Background: an optimization exercise with open tools, aiming at small area. Do not read the settings as production practice.
The RTL was checked by simulation tests, not by an equivalence proof against the original design.

**run.sh**
```bash
#!/bin/bash
# synth_recipe.tcl (not shown) runs the flow's synth.tcl, then flattens the netlist and writes it again
# the make line also repeats each setting of config.mk as NAME=value (left out here)
make -C /OpenROAD-flow-scripts/flow DESIGN_CONFIG=/design/flow/config.mk WORK_HOME=/design/flow/orfs CLKGATE_MAP_FILE= SYNTH_SCRIPT=/design/flow/synth_recipe.tcl finish
```
**design.v**
```verilog
module add_sh_rca #(parameter J = 0) (input [11:0] a, input [11:0] b, input neg, output [11:0] y);
wire signed [11:0] bs = b;
wire [11:0] x = (bs >>> J) ^ {12{neg}};
wire [12:0] c;
assign c[0] = neg;
genvar i;
generate for (i = 0; i < 12; i = i + 1) begin : g
  assign y[i] = a[i] ^ x[i] ^ c[i];
  assign c[i+1] = (a[i] & x[i]) | (a[i] & c[i]) | (x[i] & c[i]);
end endgenerate
endmodule
module add_sh_hyb #(parameter J = 1) (input [11:0] a, input [11:0] b, input neg, output [11:0] y);
localparam N = 12 - J;
wire signed [11:0] bs = b;
wire [11:0] x = (bs >>> J) ^ {12{neg}};
wire [N:0] c;
assign c[0] = neg;
genvar i;
generate for (i = 0; i < N; i = i + 1) begin : g
  assign y[i] = a[i] ^ x[i] ^ c[i];
  assign c[i+1] = (a[i] & x[i]) | (a[i] & c[i]) | (x[i] & c[i]);
end endgenerate
wire k = b[11] ^ neg;      
wire chg = k ^ c[N];       
wire [J:0] run;
assign run[0] = chg;
generate for (i = 0; i < J; i = i + 1) begin : h
  assign y[N+i] = a[N+i] ^ run[i];
  assign run[i+1] = run[i] & (a[N+i] ^ ~c[N]);
end endgenerate
endmodule
module add_sh_fast #(parameter J = 0) (input [11:0] a, input [11:0] b, input neg, output [11:0] y);
wire signed [11:0] bs = b;
wire [11:0] x = (bs >>> J) ^ {12{neg}};
wire [12:0] t = {a, 1'b1} + {x, neg};
assign y = t[12:1];
endmodule
module rcaN #(parameter N = 8) (input [N-1:0] a, input [N-1:0] b, input ci, output [N-1:0] s);
wire [N:0] c;
assign c[0] = ci;
genvar i;
generate for (i = 0; i < N; i = i + 1) begin : g
  assign s[i] = a[i] ^ b[i] ^ c[i];
  assign c[i+1] = (a[i] & b[i]) | (a[i] & c[i]) | (b[i] & c[i]);
end endgenerate
endmodule
module mul621_fast (input [11:0] x, output [11:0] y);
wire signed [11:0] xx = x;
wire signed [21:0] xs = xx;
wire signed [21:0] a = (xs <<< 3) + xs;
wire signed [21:0] p = (a <<< 6) + (a <<< 2) + a;
assign y = p[21:10];
endmodule
module mul621_rca (input [11:0] x, output [11:0] y);
wire signed [11:0] xx = x;
wire signed [21:0] xs = xx;
wire [21:0] a, b, p;
rcaN #(22) u1 (xs <<< 3, xs, 1'b0, a);
rcaN #(22) u2 (a << 4, a, 1'b0, b);
rcaN #(22) u3 (b << 2, a, 1'b0, p);
assign y = p[21:10];
endmodule
module mul9_rca (input [11:0] x, output [15:0] y);
wire signed [11:0] xx = x;
wire signed [15:0] xs = xx;
rcaN #(16) u1 (xs <<< 3, xs, 1'b0, y);
endmodule
module mul9_fast (input [11:0] x, output [15:0] y);
wire signed [11:0] xx = x;
wire signed [15:0] xs = xx;
assign y = (xs <<< 3) + xs;
endmodule
module mul69_rca (input [15:0] x, output [11:0] y);
wire signed [15:0] xx = x;
wire signed [21:0] a = xx;
wire [21:0] b, p;
rcaN #(22) u2 (a << 4, a, 1'b0, b);
rcaN #(22) u3 (b << 2, a, 1'b0, p);
assign y = p[21:10];
endmodule
module mul69_fast (input [15:0] x, output [11:0] y);
wire signed [15:0] xx = x;
wire signed [21:0] a = xx;
wire signed [21:0] p = (a <<< 6) + (a <<< 2) + a;
assign y = p[21:10];
endmodule
module csa3 #(parameter N = 8) (input [N-1:0] a, input [N-1:0] b, input [N-1:0] c, output [N-1:0] s, output [N-1:0] k);
assign s = a ^ b ^ c;
assign k = {(a[N-2:0] & b[N-2:0]) | (a[N-2:0] & c[N-2:0]) | (b[N-2:0] & c[N-2:0]), 1'b0};
endmodule
module mul621_csa (input [11:0] x, output [11:0] y);
wire signed [11:0] xx = x;
wire signed [21:0] xs = xx;
wire signed [21:0] a = (xs <<< 3) + xs;
wire [21:0] s, k;
csa3 #(22) u (a << 6, a << 2, a, s, k);
wire [21:0] p = s + k;
assign y = p[21:10];
endmodule
module mul621_csa2 (input [11:0] x, output [11:0] y);
wire signed [11:0] xx = x;
wire signed [21:0] xs = xx;
wire [21:0] s1, k1, s2, k2, s3, k3, s4, k4;
csa3 #(22) u1 (xs << 9, xs << 6, xs << 5, s1, k1);
csa3 #(22) u2 (xs << 3, xs << 2, xs, s2, k2);
csa3 #(22) u3 (s1, k1, s2, s3, k3);
csa3 #(22) u4 (s3, k3, k2, s4, k4);
wire [21:0] p = s4 + k4;
assign y = p[21:10];
endmodule
module cordic_pipe_rtl( clock, reset, ce, angle_in, sin_out, cos_out, valid_out );
input clock, reset, ce;
input [11:0] angle_in;
output [11:0] sin_out, cos_out;
output valid_out;
reg [3:0] vcnt;
always @(posedge clock) if (reset) vcnt <= 4'd0; else if (ce && vcnt != 4'd15) vcnt <= vcnt + 4'd1;
assign valid_out = (vcnt == 4'd15);
reg signed [11:0] r0;
always @(posedge clock) if (ce) r0 <= angle_in;
wire d0 = r0 > 12'sd0;
wire d1 = d0 ? (r0 > 12'sd804) : (r0 > -12'sd804);
reg d2, d3;
always @* case ({d0,d1})
  2'b11: d2 = r0 > 12'sd1279; 2'b10: d2 = r0 > 12'sd329; 2'b01: d2 = r0 > -12'sd329; default: d2 = r0 > -12'sd1279;
endcase
always @* case ({d0,d1,d2})
  3'b111: d3 = r0 > 12'sd1530; 3'b110: d3 = r0 > 12'sd1028; 3'b101: d3 = r0 > 12'sd580;  3'b100: d3 = r0 > 12'sd78;
  3'b011: d3 = r0 > -12'sd78;  3'b010: d3 = r0 > -12'sd580; 3'b001: d3 = r0 > -12'sd1028; default: d3 = r0 > -12'sd1530;
endcase
reg [15:0] r1;
always @(posedge clock) if (ce) r1 <= {d0, d1, d2, d3, r0};
wire signed [12:0] t4;    
wire [15:0] t4_b0 = 16'h0000;
assign t4[0] = t4_b0[r1[15:12]];
wire [15:0] t4_b1 = 16'h9696;
assign t4[1] = t4_b1[r1[15:12]];
wire [15:0] t4_b2 = 16'he8e8;
assign t4[2] = t4_b2[r1[15:12]];
wire [15:0] t4_b3 = 16'h3cc3;
assign t4[3] = t4_b3[r1[15:12]];
wire [15:0] t4_b4 = 16'h3f03;
assign t4[4] = t4_b4[r1[15:12]];
wire [15:0] t4_b5 = 16'h3f03;
assign t4[5] = t4_b5[r1[15:12]];
wire [15:0] t4_b6 = 16'h30f3;
assign t4[6] = t4_b6[r1[15:12]];
wire [15:0] t4_b7 = 16'h3f03;
assign t4[7] = t4_b7[r1[15:12]];
wire [15:0] t4_b8 = 16'h6a56;
assign t4[8] = t4_b8[r1[15:12]];
wire [15:0] t4_b9 = 16'he631;
assign t4[9] = t4_b9[r1[15:12]];
wire [15:0] t4_b10 = 16'h1e0f;
assign t4[10] = t4_b10[r1[15:12]];
wire [15:0] t4_b11 = 16'hfe00;
assign t4[11] = t4_b11[r1[15:12]];
wire [15:0] t4_b12 = 16'hfe00;
assign t4[12] = t4_b12[r1[15:12]];
wire signed [11:0] q1 = r1[11:0];
wire signed [12:0] y4 = q1 + t4;
wire [6:0] v = y4[12] ? 7'd0 : (y4[11:8] != 4'd0) ? 7'd127 : y4[7:1];
reg [10:0] r2;
always @(posedge clock) if (ce) r2 <= {r1[15:12], v};
reg [10:0] r3;
always @(posedge clock) if (ce) r3 <= r2;
reg [10:0] r4;
always @(posedge clock) if (ce) r4 <= r3;
reg [10:0] r5;
always @(posedge clock) if (ce) r5 <= r4;
reg [10:0] r6;
always @(posedge clock) if (ce) r6 <= r5;
reg [10:0] r7;
always @(posedge clock) if (ce) r7 <= r6;
reg [10:0] r8;
always @(posedge clock) if (ce) r8 <= r7;
wire [11:0] sl1, cl2;   
wire [31:0] sl1_b0 = 32'hffffffff;
assign sl1[0] = sl1_b0[r8[10:6]];
wire [31:0] sl1_b1 = 32'h96696996;
assign sl1[1] = sl1_b1[r8[10:6]];
wire [31:0] sl1_b2 = 32'h69696969;
assign sl1[2] = sl1_b2[r8[10:6]];
wire [31:0] sl1_b3 = 32'h99669966;
assign sl1[3] = sl1_b3[r8[10:6]];
wire [31:0] sl1_b4 = 32'h5a5aa5a5;
assign sl1[4] = sl1_b4[r8[10:6]];
wire [31:0] sl1_b5 = 32'h003cc3ff;
assign sl1[5] = sl1_b5[r8[10:6]];
wire [31:0] sl1_b6 = 32'h17555517;
assign sl1[6] = sl1_b6[r8[10:6]];
wire [31:0] sl1_b7 = 32'he5cccc58;
assign sl1[7] = sl1_b7[r8[10:6]];
wire [31:0] sl1_b8 = 32'h0669699f;
assign sl1[8] = sl1_b8[r8[10:6]];
wire [31:0] sl1_b9 = 32'hf87171e0;
assign sl1[9] = sl1_b9[r8[10:6]];
wire [31:0] sl1_b10 = 32'hff817e00;
assign sl1[10] = sl1_b10[r8[10:6]];
wire [31:0] sl1_b11 = 32'h00017fff;
assign sl1[11] = sl1_b11[r8[10:6]];
wire [31:0] cl2_b0 = 32'hffffffff;
assign cl2[0] = cl2_b0[r8[10:6]];
wire [31:0] cl2_b1 = 32'h96699669;
assign cl2[1] = cl2_b1[r8[10:6]];
wire [31:0] cl2_b2 = 32'h96966969;
assign cl2[2] = cl2_b2[r8[10:6]];
wire [31:0] cl2_b3 = 32'h66999966;
assign cl2[3] = cl2_b3[r8[10:6]];
wire [31:0] cl2_b4 = 32'h5a5a5a5a;
assign cl2[4] = cl2_b4[r8[10:6]];
wire [31:0] cl2_b5 = 32'h3c00003c;
assign cl2[5] = cl2_b5[r8[10:6]];
wire [31:0] cl2_b6 = 32'haae81755;
assign cl2[6] = cl2_b6[r8[10:6]];
wire [31:0] cl2_b7 = 32'h33a7e5cc;
assign cl2[7] = cl2_b7[r8[10:6]];
wire [31:0] cl2_b8 = 32'h96600669;
assign cl2[8] = cl2_b8[r8[10:6]];
wire [31:0] cl2_b9 = 32'h8e1ff871;
assign cl2[9] = cl2_b9[r8[10:6]];
wire [31:0] cl2_b10 = 32'h81ffff81;
assign cl2[10] = cl2_b10[r8[10:6]];
wire [31:0] cl2_b11 = 32'h80000001;
assign cl2[11] = cl2_b11[r8[10:6]];
wire [11:0] s3, c4;   
add_sh_hyb #(5) u_s3 (.a(sl1), .b(cl2), .neg(~r8[5]), .y(s3));
add_sh_hyb #(5) u_c4 (.a(cl2), .b(sl1), .neg(r8[5]), .y(c4));
reg [11:0] rs9, rc9;
reg [4:0] rd9;
always @(posedge clock) if (ce) begin rs9 <= s3; rc9 <= c4; rd9 <= r8[4:0]; end
wire [11:0] s5, c6;   
add_sh_hyb #(6) u_s5 (.a(rs9), .b(rc9), .neg(~rd9[4]), .y(s5));
add_sh_hyb #(6) u_c6 (.a(rc9), .b(rs9), .neg(rd9[4]), .y(c6));
reg [11:0] rs10, rc10;
reg [3:0] rd10;
always @(posedge clock) if (ce) begin rs10 <= s5; rc10 <= c6; rd10 <= rd9[3:0]; end
wire [11:0] s7, c8;   
add_sh_hyb #(7) u_s7 (.a(rs10), .b(rc10), .neg(~rd10[3]), .y(s7));
add_sh_hyb #(7) u_c8 (.a(rc10), .b(rs10), .neg(rd10[3]), .y(c8));
reg [11:0] rs11, rc11;
reg [2:0] rd11;
always @(posedge clock) if (ce) begin rs11 <= s7; rc11 <= c8; rd11 <= rd10[2:0]; end
wire [11:0] s9, c10;   
add_sh_hyb #(8) u_s9 (.a(rs11), .b(rc11), .neg(~rd11[2]), .y(s9));
add_sh_hyb #(8) u_c10 (.a(rc11), .b(rs11), .neg(rd11[2]), .y(c10));
reg [11:0] rs12, rc12;
reg [1:0] rd12;
always @(posedge clock) if (ce) begin rs12 <= s9; rc12 <= c10; rd12 <= rd11[1:0]; end
wire [11:0] s11, c12;   
add_sh_hyb #(9) u_s11 (.a(rs12), .b(rc12), .neg(~rd12[1]), .y(s11));
add_sh_hyb #(9) u_c12 (.a(rc12), .b(rs12), .neg(rd12[1]), .y(c12));
wire [11:0] s13, c14;   
add_sh_hyb #(10) u_s13 (.a(s11), .b(c12), .neg(~rd12[0]), .y(s13));
add_sh_hyb #(10) u_c14 (.a(c12), .b(s11), .neg(rd12[0]), .y(c14));
reg [11:0] rs13, rc13;
always @(posedge clock) if (ce) begin rs13 <= s13; rc13 <= c14; end
wire [11:0] ms15, mc16;
mul621_fast u_ms15 (.x(rs13), .y(ms15));
mul621_fast u_mc16 (.x(rc13), .y(mc16));
reg [11:0] rs14, rc14;
always @(posedge clock) if (ce) begin rs14 <= ms15; rc14 <= mc16; end
assign sin_out = rs14;
assign cos_out = rc14;
endmodule
```
**constraint.sdc**
```tcl
create_clock -name core_clock -period 5.0 [get_ports {clock}]
set_input_delay 1.0000 -clock core_clock [delete_from_list [all_inputs] [get_ports {clock}]]
set_output_delay 1.0000 -clock core_clock [all_outputs]
set_load 0.01 [all_outputs]
```
**config.mk**
```make
export PLATFORM = sky130hd
export DESIGN_NAME = cordic_pipe_rtl
export DESIGN_NICKNAME = cordic_pipe_rtl
export VERILOG_FILES = /design/flow/design.v
export SDC_FILE = /design/flow/constraint.sdc
export NUM_CORES = 4
export LEC_CHECK = 0
export ABC_CLOCK_PERIOD_IN_PS = 4400
export CAP_MARGIN = 20
export CORE_MARGIN = 2
export CORE_UTILIZATION = 60
export SLEW_MARGIN = 20
```
==> summary.txt, run 1 <==
Worst-path clk slew about 60 ps; clk root buf clkbuf_16; most common flop cell mapped by yosys edfxtp_1; CP max FO 3; XOR/XNOR Fraction of Synth Area 0.120; max_cap viols 0; Hold Buf Count CTS 0; WS Path Type reg -> reg; Hold Path Depth 0; Worst path slowest cell fa_1; DRT Pass-1 Iters 5; async set-reset flop share out of synthesis 0; FILL cells 2085; min-delay src r2[5]; post-route setup TNS 0 ps; top cells by area, synth edfxtp_1 (47%), fa_1 (8.0%), xnor2_1 (7.3%); worst reg-to-reg setup slack ~250 ps; Layout Nets 1698; Netlist cell types 82; total CTS buffers 29; Compound-Gate Fraction of Synth Area 0.0958; CP startpoint kind flip-flop; Mapped Cells between 1k and 1.5k; RSZ-0062 raised after global routing true; storage element area ~7900 µm²; YS warnings 1; initial antenna violation count 0; Avg Cell Area, Syn around 12 µm²; Die Span Y about 170 µm; final slew viol count 0; Endpoint, Worst Hold r3[5]; Yosys top cell by area edfxtp_1; worst min-delay path category reg -> reg; most frequent cells in the layout edfxtp_1 (262), xnor2_1 (137), inv_1 (132); Remaining Overflow, GRT 0; gr usage total 0.196; Critical Path RT 5300 ps; Detailed Route WL between 20 and 30 mm; setup ws final 247 ps; Worst R2R Path Depth 19; Die X-Extent 172 µm; Finished Layout Cells between 1.5k and 2k; critical path cell sequence ha_1 -> fa_1 -> a21o_1 -> a21oi_2 -> o21bai_1 -> a21oi_2 -> xnor2_2 -> inv_1 -> fa_1 -> inv_1 -> ha_1 -> a21o_1 -> a2111oi_1 -> o31ai_1 -> a31oi_1 -> a21oi_2 -> and2_1 -> a21oi_1 -> xnor2_1; post-synthesis adder-cell area fraction 0.151; Worst path depth 19; reg-to-reg startpoint rs13[3]; Initial DRC Count 490; routed vias approximately 10k; outcome finished clean; worst-margin pin slew roughly 900 ps; RePlAce Congestion between 0.8 and 0.9; Starting Density 0.608; per-cell routed wire length about 15 µm; clk_skew 12.3 ps; RR Endpoint rs14[10]; Tmin final ~4800 ps; clock buffer depth 3; period utilization 0.951; I/O pin count 40; CP top delay family compound AO/OA/AOI/OAI gates; worst path bufs/invs 2; Remaining DRCs 0; Routed Antenna Nets 0; commonest non-fill, non-tap cell in the layout edfxtp_1; number of synthesized flops with an enable pin 262; Vias/cell 5.42; clk latency of the worst-skew pair about 540 ps; DP Cell Count approximately 1.9k; #FFs+latches synth 266; die area ~30000 µm²; worst hold slack roughly 410 ps; register area share after synthesis 0.472; Final Hold Vio Count 0; largest family of logic cells by synthesized area adder cells; mux cell area share after synthesis 0.0192; Max Fclk ~0.21 GHz; H-tree depth 1; worst path arrival time 5050 ps; Multi-input gate area 8370 µm²; synthesized cell area around 17000 µm²; DP Wirelength 20.7 mm; clock tree sinks between 200 and 300; synthesis-to-finish area growth 13.0%; Ant. Diodes 0; Syn Nets roughly 1.6k; Post-Synth Simple-Gate Area 0.0991; Yosys top cell area share 0.467; Port Buffers 39; pre-CTS setup slack -56.4 ps; vias in the first global route a little over 10k; CP Capture Type flip-flop; first-pass GRT wire length 47.2 mm; most frequent CP cell a21oi_2; TritonCTS clock tree built; # setup viols final 0; largest net degree at the start of global routing about 120; row count 61; slew margin rel. 0.399; Max stage delay on crit path approximately 540 ps; core area roughly 28000 µm²; share of cells above drive strength 1 0.111
## cell usage after synthesis, drive strengths merged, types with 10 or more instances
cell type and number:
buf 11, nor3 31, edfxtp 262, inv 134, o21bai 10, a21oi 88, ha 95, o21ai 49
nand3 29, and3 12, a31oi 14, and2 10, xnor2 141, mux2 10, a211oi 11, clkbuf 46
nand2 80, xor2 89, fa 67, mux2i 18, nand2b 11, nor2b 11, nor2 91
## sequential cells by signal, summed over array words and instances (netlist names), 5 cells and up
name,flops
rs10,12
r8,11
r1,15
rd9,5
r0,12
rc10,12
rc11,12
r2,11
r3,11
r6,11
rs14,12
rc12,12
rs13,12
r5,11
rc9,12
rs11,12
rc13,12
r7,11
r4,11
rs9,12
rc14,12
rs12,12
## area by class of cell
| class | count | share of cell area |
|---|---|---|
| inverter | 134 | 0.0264 |
| clock buffer | 41 | 0.0426 |
| multi-input combinational | 1004 | 0.440 |
| clock inverter | 13 | 0.00861 |
| sequential | 266 | 0.417 |
| tap | 378 | 0.0248 |
| timing repair buffer | 86 | 0.0405 |
## metal layers
metal	up-vias	routed length (µm)	global-route usage
li1	5257	-	-
met1	4956	12200	0.237
met2	146	14700	0.362
met3	58	755	0.0255
met4	0	908	0.0656
met5	-	0	0
## worst max path at each step
stage                        from  endpoint  slack, ps
after floorplan             r8[9]   rs9[11]         10
after global placement    rc13[0]  rc14[10]         80
after detailed placement  rc13[0]  rc14[10]        -60
after CTS                 rs13[0]  rs14[10]          2
after global routing      rc13[0]  rc14[10]        -40
final                     rs13[3]  rs14[10]        250
## per-stage QoR
step	instance area, µm²	util
after floorplan	16900	-
after CTS	18800	0.678
after global routing	19000	0.687
after global placement	17800	0.642
final	19000	0.687
after detailed placement	17800	0.642
## cell families after synthesis
kind of cell,after synthesis
AOI/OAI and AO/OA,246
xor gates and xnor gates,230
adders and majority gates,164
buffers and inverters,191
DFF,266
muxes,29
and+or+nand+nor,335
## what timing repair did
item,4_1_cts,5_1_grt
resized for setup,2,43
pin swaps,1,10
endpoints found under the setup margin,4,23
gates cloned,0,0
setup buffers,1,9
==> run 2, diff against run 1 <==
--- a/config.mk
+++ b/config.mk
@@ -7,3 +7,2 @@
 export LEC_CHECK = 0
-export ABC_CLOCK_PERIOD_IN_PS = 4400
 export CAP_MARGIN = 20
@@ -11,2 +10,5 @@
 export CORE_UTILIZATION = 60
+export CTS_BUF_LIST = sky130_fd_sc_hd__clkbuf_8 sky130_fd_sc_hd__clkbuf_16
+export CTS_CLUSTER_DIAMETER = 60
+export CTS_CLUSTER_SIZE = 20
 export SLEW_MARGIN = 20
==> run 2 against run 1 <==
Compared with the run above:
- die area stayed put
- cell area barely moved
- core utilization hardly changed
- cell count decreased by 0.42%
- synthesized cell count unchanged
- synthesized area did not move
- register-to-register slack got worse by 20 ps
- critical endpoint unchanged
- critical path depth is 1 higher
- setup slack got worse by 19 ps
- critical path type unchanged
==> summary.txt, run 2 <==
number of synthesized flops with an enable pin approximately 260; Avg Cell Area, Syn ~12 µm²; register area share after synthesis 0.472; worst-margin pin slew roughly 900 ps; Critical Path RT between 5000 and 6000 ps; initial antenna violation count 0; clock tree sinks roughly 270; Ant. Diodes 0; post-route setup TNS 0 ps; vias in the first global route ~10k; min-delay src r6[0]; Worst-path clk slew ~80 ps; I/O pin count 40; Die Span Y approximately 170 µm; clk latency of the worst-skew pair about 560 ps; Max Fclk around 0.21 GHz; WS Path Type reg -> reg; H-tree depth 1; DP Cell Count about 1.9k; async set-reset flop share out of synthesis 0; Port Buffers 39; Netlist cell types 82; Remaining DRCs 0; clk_skew approximately 18 ps; CP Capture Type flip-flop; Tmin final roughly 4800 ps; setup ws final about 230 ps; slew margin rel. 0.402; DRT Pass-1 Iters 5; worst path arrival time approximately 5100 ps; Layout Nets roughly 1.7k; Initial DRC Count 501; most frequent cells in the layout edfxtp_1 (262), xnor2_1 (137), inv_1 (133); CP startpoint kind flip-flop; clock buffer depth 3; Detailed Route WL roughly 29 mm; outcome finished clean; top cells by area, synth edfxtp_1 (47%), fa_1 (8.0%), xnor2_1 (7.3%); die area slightly below 30000 µm²; YS warnings 1; FILL cells 2091; final cell utilization of the core 0.687; Routed Antenna Nets 0; Starting Density 0.608; max FFs per register 15; reg-to-reg startpoint rs13[3]; row count 61; total CTS buffers 27; gr usage total 0.196; RePlAce Congestion 0.880; Finished Layout Cells 1914; commonest non-fill, non-tap cell in the layout edfxtp_1; final slew viol count 0; Mapped Cells approximately 1.5k; TritonCTS clock tree built; count leader, synth edfxtp_1; Vias/cell approximately 5.4; top cells by count, synth edfxtp_1 (262), xnor2_1 (141), inv_1 (132); synthesized cell area roughly 17000 µm²; CP max FO 4; routed vias ~10k; Yosys top cell area share 0.467; Final Hold Vio Count 0; share of cells above drive strength 1 0.110; Syn Nets about 1.6k; pre-CTS setup slack -56.4 ps; final instance area 19000 µm²; Die X-Extent 172 µm; most common flop cell mapped by yosys edfxtp_1; Yosys top cell by area edfxtp_1; core area 27700 µm²; Biggest register r1; synthesis-to-finish area growth 12.9%; #FFs+latches synth approximately 270; clk root buf clkbuf_16; per-cell routed wire length about 15 µm; worst min-delay path category reg -> reg; crit path from rs13[3]; # setup viols final 0; first-pass GRT wire length around 47 mm; Post-DP Area 17800 µm²; DP Wirelength slightly above 20 mm; max_cap viols 0; period utilization 0.954; Remaining Overflow, GRT 0; largest net degree at the start of global routing 123
[run 2: layout make-up]
| cell class | count | area [µm²] | share of cell area |
|---|---|---|---|
| clock buffer | 27 | 676 | 0.0355 |
| clock inverter | 22 | 309 | 0.0162 |
| sequential | 266 | 7950 | 0.418 |
| multi-input combinational | 1004 | 8380 | 0.441 |
| inverter | 134 | 503 | 0.0264 |
| timing repair buffer | 83 | 738 | 0.0388 |
| tap | 378 | 473 | 0.0249 |
[run 2: worst max-delay path, cell delays in order, from the launching register on]
cell and delay (ps):
edfxtp_1 420, ha_1 230, fa_1 400, a21o_1 200, a21oi_2 170, o21bai_1 100
a21oi_2 200, o21bai_1 90, a21o_1 240, xor2_2 180, inv_1 100, fa_1 530
inv_1 40, ha_1 210, a2111oi_1 350, o31ai_1 170, a31oi_1 290, a21oi_2 130
and2_1 210, a21oi_1 180, xnor2_1 70
[run 2: kinds of logic (layout without fill, tap and decap cells)]
family / Yosys count / count (layout) / share of synthesized area
buf+inv: 191 / 266 / 0.0431
compound gates: 246 / 246 / 0.0958
mux: 29 / 29 / 0.0192
xor+xnor: 230 / 230 / 0.120
flops: 266 / 266 / 0.472
fa+ha+maj: 164 / 164 / 0.151
simple gates: 335 / 335 / 0.0991
[run 2: path summary, 6_finish.rpt]
check	cells past startpoint	endpoint	slack [ps]
setup / recovery	20	rs14[10]	230
hold / removal	0	r7[0]	410
setup reg to reg	20	rs14[10]	230
hold reg to reg	0	r7[0]	410
[run 2: routing by layer]
layer	global-route usage	vias to the layer above	share of wire
li1	-	5256	-
met1	0.236	4981	0.43
met2	0.362	133	0.52
met3	0.0262	48	0.029
met4	0.0663	0	0.025
met5	0	-	0
[run 2: per-stage QoR]
stage	hold WS (ps)
floorplan	400
global placement	401
detailed placement	405
CTS	415
global route	420
finish	415
[run 2: timing repair]
item	CTS	global route
hold buffers	0	0
setup endpoints to repair	5	22
pin swaps	1	9
buffers inserted	2	5
gates resized for setup	2	39
==> run 3, diff against run 2 <==
--- a/config.mk
+++ b/config.mk
@@ -10,5 +10,5 @@
 export CORE_UTILIZATION = 60
-export CTS_BUF_LIST = sky130_fd_sc_hd__clkbuf_8 sky130_fd_sc_hd__clkbuf_16
+export CTS_BUF_LIST = sky130_fd_sc_hd__clkbuf_8
 export CTS_CLUSTER_DIAMETER = 60
-export CTS_CLUSTER_SIZE = 20
+export CTS_CLUSTER_SIZE = 16
 export SLEW_MARGIN = 20
==> run 3 against run 2 <==
Compared with the run above:
- first-iteration DRC count decreased by 10%
- register-to-register slack improved by 40 ps
- global-route usage decreased by 0.063 points
- synthesized area unchanged
- flip-flop and latch count unchanged
- clock skew increased by 12 ps
- critical path type unchanged
- critical endpoint is now rc14[10]
==> summary.txt, run 3 <==
H-tree depth 1; max_cap viols 0; max FFs per register 15; # setup viols final 0; Mapped Cells ~1.5k; clk root buf clkbuf_8; CP top delay family compound AO/OA/AOI/OAI gates; number of synthesized flops with an enable pin roughly 260; Detailed Route WL ~29 mm; clk latency of the worst-skew pair approximately 600 ps; Starting Density 0.608; Netlist cell types between 80 and 90; I/O pin count 40; Yosys top cell area share 0.467; Max Fclk 0.211 GHz; clk_skew between 20 and 30 ps; synthesized cell area 16900 µm²; Ant. Diodes 0; async set-reset flop share out of synthesis 0; reg-to-reg startpoint rc13[0]; CP Capture Type flip-flop; worst reg-to-reg setup slack between 200 and 300 ps; period utilization 0.947; Routed Antenna Nets 0; count leader, synth edfxtp_1; Vias/cell 5.45; per-cell routed wire length 14.9 µm; top cells by count, synth edfxtp_1 (262), xnor2_1 (141), inv_1 (132); die area between 20000 and 30000 µm²; DP Wirelength 20.7 mm; row count roughly 60; worst min-delay path category reg -> reg; worst path arrival time about 5000 ps; Worst R2R Path Depth 21; YS warnings 1; Layout Nets around 1.7k; Avg Cell Area, Syn between 10 and 15 µm²; Yosys top cell by area edfxtp_1; CP startpoint kind flip-flop; Biggest register r1; initial antenna violation count 0; most common flop cell mapped by yosys edfxtp_1; Initial DRC Count 449; RR Endpoint rc14[10]; clock tree sinks approximately 270; final cell utilization of the core 0.675; min-delay src rd9[2]; Max stage delay on crit path about 540 ps; final slew viol count 0; critical path cell sequence ha_2 -> fa_1 -> a21o_1 -> a21oi_2 -> o21bai_1 -> a21oi_2 -> o21bai_1 -> a21oi_2 -> xnor2_2 -> inv_1 -> fa_1 -> inv_1 -> ha_1 -> and2_1 -> o21ai_2 -> a31oi_2 -> o41ai_2 -> buf_4 -> nor2b_1 -> a21oi_2 -> xnor2_1; TritonCTS clock tree built; Final Hold Vio Count 0; first-pass GRT wire length around 47 mm; share of cells above drive strength 1 0.111; Die Span Y about 170 µm; gr usage total 0.196; Remaining Overflow, GRT 0; Port Buffers 39; Hold Path Depth 0; commonest non-fill, non-tap cell in the layout edfxtp_1; Endpoint, Worst Hold rd10[2]; clock buffer depth 3; Remaining DRCs 0; Hold Buf Count CTS 0; most frequent cells in the layout edfxtp_1 (262), xnor2_1 (136), inv_1 (135); top cells by area, synth edfxtp_1 (47%), fa_1 (8.0%), xnor2_1 (7.3%); slew margin rel. 0.386; synthesis-to-finish area growth 11.0%; Die X-Extent 172 µm; largest net degree at the start of global routing 123; RePlAce Congestion about 0.9; Worst path slowest cell fa_1; core area between 20000 and 30000 µm²; WS Path Type reg -> reg; worst hold slack 411 ps; outcome finished clean; worst path bufs/invs 3; register area share after synthesis 0.472; routed vias approximately 10k; vias in the first global route approximately 10k; RSZ-0062 raised after global routing true; total CTS buffers 29; Syn Nets 1638; worst-margin pin slew around 920 ps; most frequent CP cell a21oi_2; DRT Pass-1 Iters 4; Tmin final between 4000 and 5000 ps; Worst-path clk slew 100 ps; Critical Path RT ~5400 ps; CP max FO 4; #FFs+latches synth 266
-- run 3: worst max-delay path by stage --
stage / cells after the start / from / slack (ps) / endpoint
global route: 18 / r8[6] / -40 / rs9[10]
floorplan: 22 / r8[9] / 10 / rs9[11]
global placement: 21 / rc13[0] / 80 / rc14[10]
detailed placement: 21 / rc13[0] / -60 / rc14[10]
finish: 21 / rc13[0] / 270 / rc14[10]
CTS: 19 / rs13[3] / 30 / rs14[10]
-- run 3: layout make-up --
type	instances	area, µm²
clock inverter	22	234
timing repair buffer	83	738
tap	378	473
clock buffer	31	427
multi-input combinational	1004	8380
fill	2148	9000
sequential	266	7950
inverter	134	503
-- run 3: per-stage QoR --
| step | TNS (ps) | instance area (µm²) | setup slack [ps] | std cells |
|---|---|---|---|---|
| 6_report | 0 | 18700 | 267 | 1918 |
| 3_3_place_gp | 0 | 17800 | 75.5 | 1858 |
| 3_5_place_dp | -135 | 17800 | -56.4 | 1858 |
| 5_1_grt | -112 | 18700 | -38.3 | 1918 |
| 4_1_cts | 0 | 18500 | 32.4 | 1913 |
| 2_1_floorplan | 0 | 16900 | 14.1 | 1461 |
-- run 3: repair_timing --
action                                  in CTS  in global routing
endpoints found under the setup margin       5                 24
gates resized for setup                      3                 39
buffers inserted                             2                  5
pin swaps                                    1                  8
-- run 3: worst reg2reg max path, cell delays in order (launching register included) --
cell and delay [ps]:
edfxtp_1 450, ha_2 230, fa_1 390, a21o_1 180
a21oi_2 150, o21bai_1 90, a21oi_2 160, o21bai_1 90
a21oi_2 210, xnor2_2 150, inv_1 110, fa_1 540
inv_1 40, ha_1 340, and2_1 190, o21ai_2 190
a31oi_2 150, o41ai_2 350, buf_4 190, nor2b_1 60
a21oi_2 150, xnor2_1 70
-- run 3: routing by layer --
metal,part of all wire,routed length [µm],track usage
met4,0.029,816,0.0674
met2,0.51,14600,0.358
met1,0.43,12200,0.236
met3,0.032,917,0.0267
met5,0,0,0
-- run 3: cells by family after synthesis --
family                   synth area share
AO/OA/AOI/OAI                      0.0958
XOR/XNOR                            0.120
adder cells (fa/ha/maj)             0.151
buffers and inverters              0.0431
flip-flops                          0.472
multiplexers                       0.0192
AND/OR/NAND/NOR                    0.0991
==> run 4, diff against run 3 <==
==> flow/run.sh (new file) <==
#!/bin/bash
# Layout flow: the standard ORFS flow with a smaller clock tree (no dummy loads,
# clkbuf_8 leaf buffers in clusters of at most 16 sinks) and buf_1 port buffers.
set -o pipefail
cp standard.sh standard_sh_copy.txt
export CTS_ARGS="-sink_clustering_enable -repair_clock_nets -dont_use_dummy_load -buf_list {sky130_fd_sc_hd__clkbuf_4 sky130_fd_sc_hd__clkbuf_8} -sink_clustering_size 14 -sink_clustering_max_diameter 60"
export BUFFER_PORTS_ARGS="-buffer_cell sky130_fd_sc_hd__buf_1"
bash standard.sh > standard.log 2>&1
==> standard.sh (new file) <==
#!/bin/bash
# synth_recipe.tcl (not shown) runs the flow's synth.tcl, then flattens the netlist and writes it again
# the make line also repeats each setting of config.mk as NAME=value (left out here)
make -C /OpenROAD-flow-scripts/flow DESIGN_CONFIG=/design/flow/config.mk WORK_HOME=/design/flow/orfs CLKGATE_MAP_FILE= SYNTH_SCRIPT=/design/flow/synth_recipe.tcl "${@:-finish}"
removed: run.sh
==> run 4 against run 3 <==
Compared with the run above:
- still clean
- clock skew increased by 53 ps
- maximum frequency increased by 0.25%
- cell count decreased by 1.5%
- setup slack improved by 12 ps
- synthesized cell count unchanged
- first-iteration DRC count increased by 30%
- hold slack improved by 8.7 ps
- non-clock buffer count decreased by 4
==> summary.txt, run 4 <==
worst min-delay path category reg -> reg; clk_skew approximately 83 ps; clock buffer depth 3; Ant. Diodes 0; Max Fclk 0.212 GHz; outcome finished clean; DRT Pass-1 Iters 5; clock tree sinks 266; #FFs+latches synth about 270; DP Wirelength 20.8 mm; Avg Cell Area, Syn approximately 12 µm²; CP Capture Type flip-flop; final cell utilization of the core 0.653; Die Span Y 172 µm; vias in the first global route ~10k; Biggest register r1; max_cap viols 0; Yosys top cell area share 0.467; most frequent cells in the layout edfxtp_1 (262), xnor2_1 (139), inv_1 (132); async set-reset flop share out of synthesis 0; Critical Path RT 5340 ps; Initial DRC Count roughly 580; CP top delay family compound AO/OA/AOI/OAI gates; CP startpoint kind flip-flop; initial antenna violation count 0; commonest non-fill, non-tap cell in the layout edfxtp_1; Max stage delay on crit path 560 ps; post-route setup TNS 0 ps; Syn Nets 1638; top cells by count, synth edfxtp_1 (262), xnor2_1 (141), inv_1 (132); clk latency of the worst-skew pair around 590 ps; max FFs per register 15; Routed Antenna Nets 0; WS Path Type reg -> reg; largest net degree at the start of global routing 140; crit path from rc13[0]; slew margin rel. 0.484; Worst path slowest cell fa_1; Vias/cell roughly 5.5; most common flop cell mapped by yosys edfxtp_1; first-pass GRT wire length ~46 mm; final slew viol count 0; worst hold slack about 420 ps; period utilization 0.944; reg-to-reg startpoint rc13[0]; worst path bufs/invs 3; per-cell routed wire length about 15 µm; CP max FO 4; top cells by area, synth edfxtp_1 (47%), fa_1 (8.0%), xnor2_1 (7.3%); Hold Buf Count CTS 0; Yosys top cell by area edfxtp_1; Final Hold Vio Count 0; register area share after synthesis 0.472; clk root buf clkbuf_8; gr usage total 0.195; TritonCTS clock tree built; Netlist cell types between 80 and 90; I/O pin count 40; Detailed Route WL between 20 and 30 mm; # setup viols final 0; row count between 60 and 70; Layout Nets ~1.7k; die area between 20000 and 30000 µm²; worst-margin pin slew 775 ps; critical path cell sequence ha_1 -> fa_1 -> a21o_1 -> a21oi_2 -> o21bai_1 -> a21oi_2 -> xnor2_1 -> inv_1 -> fa_1 -> inv_1 -> ha_1 -> nand3_1 -> a211oi_1 -> o2111ai_1 -> a31oi_2 -> o41ai_2 -> buf_4 -> nor2b_1 -> a21oi_2 -> xnor2_1; core area roughly 28000 µm²; Remaining Overflow, GRT 0; final instance area 18100 µm²; Die X-Extent 172 µm; routed vias between 10k and 15k; Post-DP Area approximately 18000 µm²; synthesized cell area approximately 17000 µm²; RePlAce Congestion about 0.86; Worst-path clk slew ~90 ps; share of cells above drive strength 1 0.0867; most frequent CP cell a21oi_2; synthesis-to-finish area growth 7.35%; count leader, synth edfxtp_1; number of synthesized flops with an enable pin around 260; Port Buffers 39; Remaining DRCs 0; Starting Density 0.608; min-delay src rd10[1]; total CTS buffers 28; Mapped Cells ~1.5k; Tmin final between 4000 and 5000 ps; worst path arrival time around 5100 ps; YS warnings 1; H-tree depth 1
run 4: cell types whose count changed in the layout (fill, tap and decap cells not counted), sizes merged:
cell	previous run	this run
clkdlybuf4s50	38	0
buf	45	78
bufinv	1	0
clkbuf	31	29
clkinvlp	1	0
inv	144	134
clkinv	10	0
run 4: metal layers:
layer / share of wire / global-route usage
met1: 0.43 / 0.241
met2: 0.51 / 0.354
met3: 0.032 / 0.0242
met4: 0.028 / 0.0623
met5: 0 / 0
run 4: path summary, 6_finish.rpt:
kind,endpoint,slack [ps],cells after the start
hold / removal,rd11[1],420,0
hold reg to reg,rd11[1],420,0
setup / recovery,rc14[10],280,20
setup reg to reg,rc14[10],280,20
run 4: cell type report:
class,count,area (µm²)
timing repair buffer,79,463
inverter,134,503
fill,2173,9610
tap,378,473
multi-input combinational,1004,8320
sequential,266,7950
clock buffer,28,385
run 4: worst register-to-register path, cell delays in order (launching register included):
cell and delay (ps):
edfxtp_1 430, ha_1 250, fa_1 400, a21o_1 190, a21oi_2 170, o21bai_1 90
a21oi_2 170, xnor2_1 190, inv_1 140, fa_1 560, inv_1 40, ha_1 330
nand3_1 90, a211oi_1 310, o2111ai_1 240, a31oi_2 250, o41ai_2 90, buf_4 150
nor2b_1 200, a21oi_2 90, xnor2_1 120
run 4: what timing repair did:
| item | CTS | global route |
|---|---|---|
| setup endpoints to repair | 1 | 20 |
| endpoints found under the hold margin | 0 | 0 |
| buffers inserted | 0 | 2 |
| pin swaps | 1 | 1 |
| resized for setup | 2 | 24 |
run 4: logic make-up after synthesis:
logic type / count (synthesis) / synth area share
and+or+nand+nor: 335 / 0.0991
DFF: 266 / 0.472
AOI/OAI and AO/OA: 246 / 0.0958
xor gates and xnor gates: 230 / 0.120
buffers and inverters: 191 / 0.0431
adders and majority gates: 164 / 0.151
muxes: 29 / 0.0192
run 4: per-stage QoR:
| step | setup slack [ps] | cells |
|---|---|---|
| 5_1_grt | -2.63 | 1889 |
| 2_1_floorplan | 14.1 | 1461 |
| 4_1_cts | 4.10 | 1887 |
| 3_5_place_dp | -8.16 | 1859 |
| 6_report | 279 | 1889 |
| 3_3_place_gp | 102 | 1859 |
==> run 5, diff against run 4 <==
==> flow/run.sh (replaced) <==
#!/bin/bash
# Layout flow: the standard ORFS flow with a smaller clock tree (no dummy loads,
# clkbuf_8 leaf buffers in clusters of at most 16 sinks) and buf_1 port buffers.
set -o pipefail
cp standard.sh standard_sh_copy.txt
export CTS_ARGS="-sink_clustering_enable -repair_clock_nets -dont_use_dummy_load -buf_list sky130_fd_sc_hd__clkbuf_8 -sink_clustering_size 16 -sink_clustering_max_diameter 60"
export BUFFER_PORTS_ARGS="-buffer_cell sky130_fd_sc_hd__buf_1"
bash standard.sh > standard.log 2>&1
--- a/config.mk
+++ b/config.mk
@@ -7,2 +7,3 @@
 export LEC_CHECK = 0
+export ABC_AREA = 1
 export CAP_MARGIN = 20
@@ -10,5 +11,2 @@
 export CORE_UTILIZATION = 60
-export CTS_BUF_LIST = sky130_fd_sc_hd__clkbuf_8
-export CTS_CLUSTER_DIAMETER = 60
-export CTS_CLUSTER_SIZE = 16
 export SLEW_MARGIN = 20
==> run 5 against run 4 <==
Compared with the run above:
- hold slack got worse by 7.7 ps
- synthesized cell count up 9.2%
- maximum frequency down 1.5%
- highest routed layer unchanged
==> summary.txt, run 5 <==
I/O pin count 40; Final Hold Vio Count 0; Yosys top cell by area edfxtp_1; Worst path slowest cell fa_1; RePlAce Congestion just under 0.9; DRT Pass-1 Iters 5; worst min-delay path category reg -> reg; top cells by area, synth edfxtp_1 (47%), fa_1 (7.9%), xor2_1 (7.7%); per-cell routed wire length approximately 14 µm; async set-reset flop share out of synthesis 0; Port Buffers 39; Yosys top cell area share 0.466; synthesized cell area approximately 17000 µm²; most common flop cell mapped by yosys edfxtp_1; most frequent cells in the layout edfxtp_1 (262), nand2_1 (253), inv_1 (237); worst path arrival time a little over 5000 ps; CP max FO 4; Biggest register r1; count leader, synth edfxtp_1; total CTS buffers 26; vias in the first global route 10.4k; Die Span Y about 170 µm; #FFs+latches synth about 270; final cell utilization of the core 0.653; gr usage total 0.200; Ant. Diodes 0; Vias/cell 5.18; clock buffer depth 3; slew margin rel. 0.540; Syn Nets 1772; Initial DRC Count between 400 and 500; Starting Density 0.609; max_cap viols 0; Avg Cell Area, Syn approximately 11 µm²; post-route setup TNS 0 ps; row count between 60 and 70; largest family of logic cells by synthesized area adder cells; Max Fclk ~0.21 GHz; core area 27700 µm²; DP Wirelength around 22 mm; clock tree sinks between 200 and 300; Max stage delay on crit path ~440 ps; XOR/XNOR Fraction of Synth Area 0.117; final slew viol count 0; Mapped Cells 1595; post-synthesis adder-cell area fraction 0.150; max FFs per register 15; Remaining Overflow, GRT 0; Die X-Extent about 170 µm; clk latency of the worst-skew pair around 570 ps; clk_skew 41.6 ps; Compound-Gate Fraction of Synth Area 0.0637; Tmin final between 4000 and 5000 ps; YS warnings 1; CP Capture Type flip-flop; largest net degree at the start of global routing 100; Remaining DRCs 0; share of cells above drive strength 1 0.0789; top cells by count, synth edfxtp_1 (262), nand2_1 (253), inv_1 (240); critical path cell sequence buf_4 -> ha_1 -> inv_1 -> nor2_1 -> nor4_2 -> a211oi_4 -> xor2_1 -> fa_1 -> fa_2 -> fa_1 -> fa_1 -> inv_1 -> fa_1 -> inv_1 -> fa_2 -> inv_2 -> nand2_1 -> mux2i_2 -> nand2_1 -> nor2_1 -> xor2_1; first-pass GRT wire length approximately 48 mm; WS Path Type reg -> reg; register area share after synthesis 0.471; worst-margin pin slew a little under 700 ps; H-tree depth 1; CP startpoint kind flip-flop; period utilization 0.959; Detailed Route WL around 29 mm; worst hold slack just over 400 ps; Netlist cell types between 60 and 70; TritonCTS clock tree built; FILL cells 2160; Post-Synth Simple-Gate Area 0.133; die area 29500 µm²; initial antenna violation count 0; clk root buf clkbuf_8; Layout Nets between 1.5k and 2k; routed vias between 10k and 15k; synthesis-to-finish area growth 7.24%; Routed Antenna Nets 0; number of synthesized flops with an enable pin ~260; commonest non-fill, non-tap cell in the layout edfxtp_1; most frequent CP cell fa_1; Worst-path clk slew around 80 ps; mux cell area share after synthesis 0.00297; # setup viols final 0; Critical Path RT between 5000 and 6000 ps; outcome finished clean; worst reg-to-reg setup slack approximately 210 ps
-- run 5: layer usage --
metal  global-route usage  part of all wire  up-vias  routed length (µm)
li1                     -                 -     5452                   -
met1                0.236              0.42     4987               12000
met2                0.383              0.53      133               15400
met3               0.0232             0.028       53                 800
met4               0.0542             0.021        0                 615
met5                    0                 0        -                   0
-- run 5: repair_timing --
item	CTS	global route
buffers inserted	0	12
resized for setup	1	26
hold buffers	0	0
pin swaps	0	4
setup endpoints to repair	3	24
-- run 5: final timing paths --
kind / startpoint / end / cells after the start
worst max register to register: r8[6] / rs9[11] / 21
worst min register to register: r2[10] / r3[10] / 0
worst min-delay path: r2[10] / r3[10] / 0
worst max-delay path: r8[6] / rs9[11] / 21
-- run 5: logic make-up after synthesis --
kind of cell,count (synthesis)
and+or+nand+nor,490
buffers and inverters,266
DFF,266
xor gates and xnor gates,221
AOI/OAI and AO/OA,185
adders and majority gates,162
muxes,5
-- run 5: metrics by stage --
step	setup WS, ps	cell area [µm²]	std cells
after detailed placement	-120	17600	2014
final	207	18100	2052
after CTS	18.1	17900	2040
after global routing	-64.1	18100	2052
after global placement	-93.3	17600	2014
after floorplan	314	16900	1595
-- run 5: final cells by class --
| cell class | instances | area, µm² | area share |
|---|---|---|---|
| Sequential cell | 266 | 7950 | 0.439 |
| Tap cell | 378 | 473 | 0.0261 |
| Timing Repair Buffer | 70 | 420 | 0.0232 |
| Inverter | 249 | 937 | 0.0518 |
| Clock buffer | 26 | 358 | 0.0198 |
| Multi-Input combinational cell | 1063 | 7970 | 0.440 |
-- run 5: worst max-delay path, delay by kind of cell (launching register included) --
family / cells / cell delay, ps
flops: 1 / 430
mux: 1 / 220
fa+ha+maj: 7 / 2300
xor+xnor: 2 / 260
compound gates: 1 / 100
simple gates: 5 / 780
buf+inv: 5 / 460
==> run 6, diff against run 5 <==
--- a/config.mk
+++ b/config.mk
@@ -7,3 +7,2 @@
 export LEC_CHECK = 0
-export ABC_AREA = 1
 export CAP_MARGIN = 20
@@ -11,2 +10,5 @@
 export CORE_UTILIZATION = 60
+export CTS_BUF_LIST = sky130_fd_sc_hd__clkbuf_8
+export CTS_CLUSTER_DIAMETER = 60
+export CTS_CLUSTER_SIZE = 16
 export SLEW_MARGIN = 20
==> run 6 against run 5 <==
Compared with the run above:
- via count down 2.6%
- flip-flop and latch count unchanged
- synthesized cell count down 8.4%
- hold slack worse by 1.3 ps
- routed wire length down 1.6%
- cell area down 0.25%
- first-iteration DRC count up 4.6%
- critical path type unchanged
==> summary.txt, run 6 <==
Post-DP Area 17600 µm²; Biggest register r1; Ant. Diodes 0; WS Path Type reg -> reg; H-tree depth 1; Initial DRC Count ~500; Starting Density 0.608; count leader, synth edfxtp_1; Remaining DRCs 0; worst min-delay path category reg -> reg; number of synthesized flops with an enable pin 262; reg-to-reg startpoint r8[9]; most common flop cell mapped by yosys edfxtp_1; setup ws final roughly 270 ps; largest net degree at the start of global routing 140; max FFs per register 15; routed vias 10.4k; worst-margin pin slew ~720 ps; Tmin final 4730 ps; Netlist cell types about 80; Max Fclk between 0.2 and 0.25 GHz; synthesis-to-finish area growth 7.14%; Final Hold Vio Count 0; Port Buffers 39; vias in the first global route between 9k and 10k; Worst-path clk slew around 100 ps; I/O pin count 40; post-route setup TNS 0 ps; Endpoint, Worst Hold rd10[2]; # setup viols final 0; clock tree sinks 266; YS warnings 1; outcome finished clean; Worst R2R Path Depth 17; top cells by count, synth edfxtp_1 (262), xnor2_1 (141), inv_1 (132); clk_skew between 70 and 80 ps; clk root buf clkbuf_8; DP Wirelength approximately 21 mm; Avg Cell Area, Syn 11.5 µm²; initial antenna violation count 0; per-cell routed wire length ~15 µm; top cells by area, synth edfxtp_1 (47%), fa_1 (8.0%), xnor2_1 (7.3%); DRT Pass-1 Iters 5; FILL cells ~2.2k; worst path arrival time approximately 5000 ps; worst hold slack 410 ps; Hold Path Depth 0; final instance area 18100 µm²; final slew viol count 0; RR Endpoint rc9[10]; share of cells above drive strength 1 0.0848; Hold Buf Count CTS 0; total CTS buffers 26; Routed Antenna Nets 0; worst reg-to-reg setup slack 270 ps; slew margin rel. 0.517; Yosys top cell by area edfxtp_1; #FFs+latches synth around 270; Detailed Route WL between 20 and 30 mm; clock buffer depth 3; TritonCTS clock tree built; min-delay src rd9[2]; register area share after synthesis 0.472; Yosys top cell area share 0.467; Layout Nets roughly 1.7k; period utilization 0.946; Die X-Extent ~170 µm; row count 61; Remaining Overflow, GRT 0; Die Span Y about 170 µm; core area 27700 µm²; CP startpoint kind flip-flop; pre-CTS setup slack -8.16 ps; Vias/cell between 5 and 6; gr usage total 0.193; most frequent cells in the layout edfxtp_1 (262), xnor2_1 (140), inv_1 (132); Critical Path RT around 5300 ps; RSZ-0062 raised after global routing false; Mapped Cells about 1.5k; die area a little under 30000 µm²; first-pass GRT wire length 46.0 mm; async set-reset flop share out of synthesis 0; max_cap viols 0; CP Capture Type flip-flop; synthesized cell area approximately 17000 µm²; RePlAce Congestion between 0.8 and 0.9; Syn Nets 1638; clk latency of the worst-skew pair around 580 ps; CP max FO 5; commonest non-fill, non-tap cell in the layout edfxtp_1
run 6: area by class of cell:
cell class | count | area, µm² | area share
sequential | 266 | 7950 | 0.440
clock buffer | 26 | 358 | 0.0198
multi-input combinational | 1004 | 8310 | 0.460
timing repair buffer | 79 | 463 | 0.0256
inverter | 134 | 503 | 0.0279
tap | 378 | 473 | 0.0262
run 6: worst max-delay path, cell delays in order, from the launching register on:
cell	delay, ps
edfxtp_1	500
xnor2_1	460
nor3_1	90
a21oi_1	240
buf_4	180
xnor2_1	130
fa_1	210
inv_1	50
fa_1	370
fa_1	390
fa_1	370
inv_1	90
fa_1	180
inv_1	50
fa_1	390
or3_1	400
mux2i_1	220
xor2_1	90
run 6: what timing repair did:
item	in CTS	in global routing
hold endpoints to repair	0	0
setup buffers	0	2
setup endpoints to repair	1	19
gates resized for setup	2	23
gates cloned	0	0
pin swaps	1	1
run 6: kinds of logic (layout without fill, tap and decap cells):
family	count (synthesis)	after routing	share of synthesized area
xor+xnor	230	230	0.120
flops	266	266	0.472
fa+ha+maj	164	164	0.151
compound gates	246	246	0.0958
buf+inv	191	239	0.0431
simple gates	335	335	0.0991
mux	29	29	0.0192
run 6: worst max-delay path by stage:
stage                       start  endpoint  slack (ps)  cells past startpoint
final                       r8[9]   rc9[10]         270                     17
after global routing        r8[9]   rc9[10]         0.2                     17
after CTS                 rs13[0]  rs14[10]           4                     19
after detailed placement  rs13[0]  rs14[10]          -8                     20
after global placement    rc13[0]  rc14[10]         100                     21
after floorplan             r8[9]   rs9[11]          10                     22
run 6: through the flow:
step            util  std cells
2_1_floorplan      -       1461
3_3_place_gp   0.634       1859
3_5_place_dp   0.634       1859
4_1_cts        0.647       1885
5_1_grt        0.652       1887
6_report       0.652       1887
run 6: layer usage:
layer | global-route usage | share of wire | vias to the layer above
met1 | 0.239 | 0.43 | 4902
met4 | 0.0575 | 0.027 | 0
li1 | - | - | 5221
met3 | 0.0237 | 0.031 | 59
met2 | 0.355 | 0.51 | 169
met5 | 0 | 0 | -

what the ideal ports hide:
No port has a modelled driver above. Below, the same layouts with a new extraction and two added sets of constraints. Step 1 assumes that a clkbuf_16 drives the clock port and a buf_2 every other input. Step 2 adds t to the input delays and takes it off the output delays; t is the mean of the earliest and latest rising clock arrival at the registers after step 1. Input paths then give back, and output paths get back, about the clock's delay inside the block. Slacks: ideal / step 1 / step 2; pairs: ideal / step 1.
| run | shift t [ns] | setup slack, ns | worst setup path at the end | worst slew at a driven data input, ns | cell pins on the clock port's net |
|---|---|---|---|---|---|
| run 1 | 0.589 | 0.247 / 0.247 / 0.247 | register to register | 0.05 | 1 |
| run 2 | 0.599 | 0.228 / 0.228 / 0.228 | register to register | 0.05 | 1 |
| run 3 | 0.631 | 0.267 / 0.267 / 0.267 | register to register | 0.05 | 1 |
| run 4 | 0.589 | 0.279 / 0.279 / 0.279 | register to register | 0.03 | 1 |
| run 5 | 0.591 | 0.207 / 0.207 / 0.207 | register to register | 0.03 | 1 |
| run 6 | 0.587 | 0.268 / 0.268 / 0.268 | register to register | 0.03 | 1 |
After both steps setup and hold are still met in every run listed.
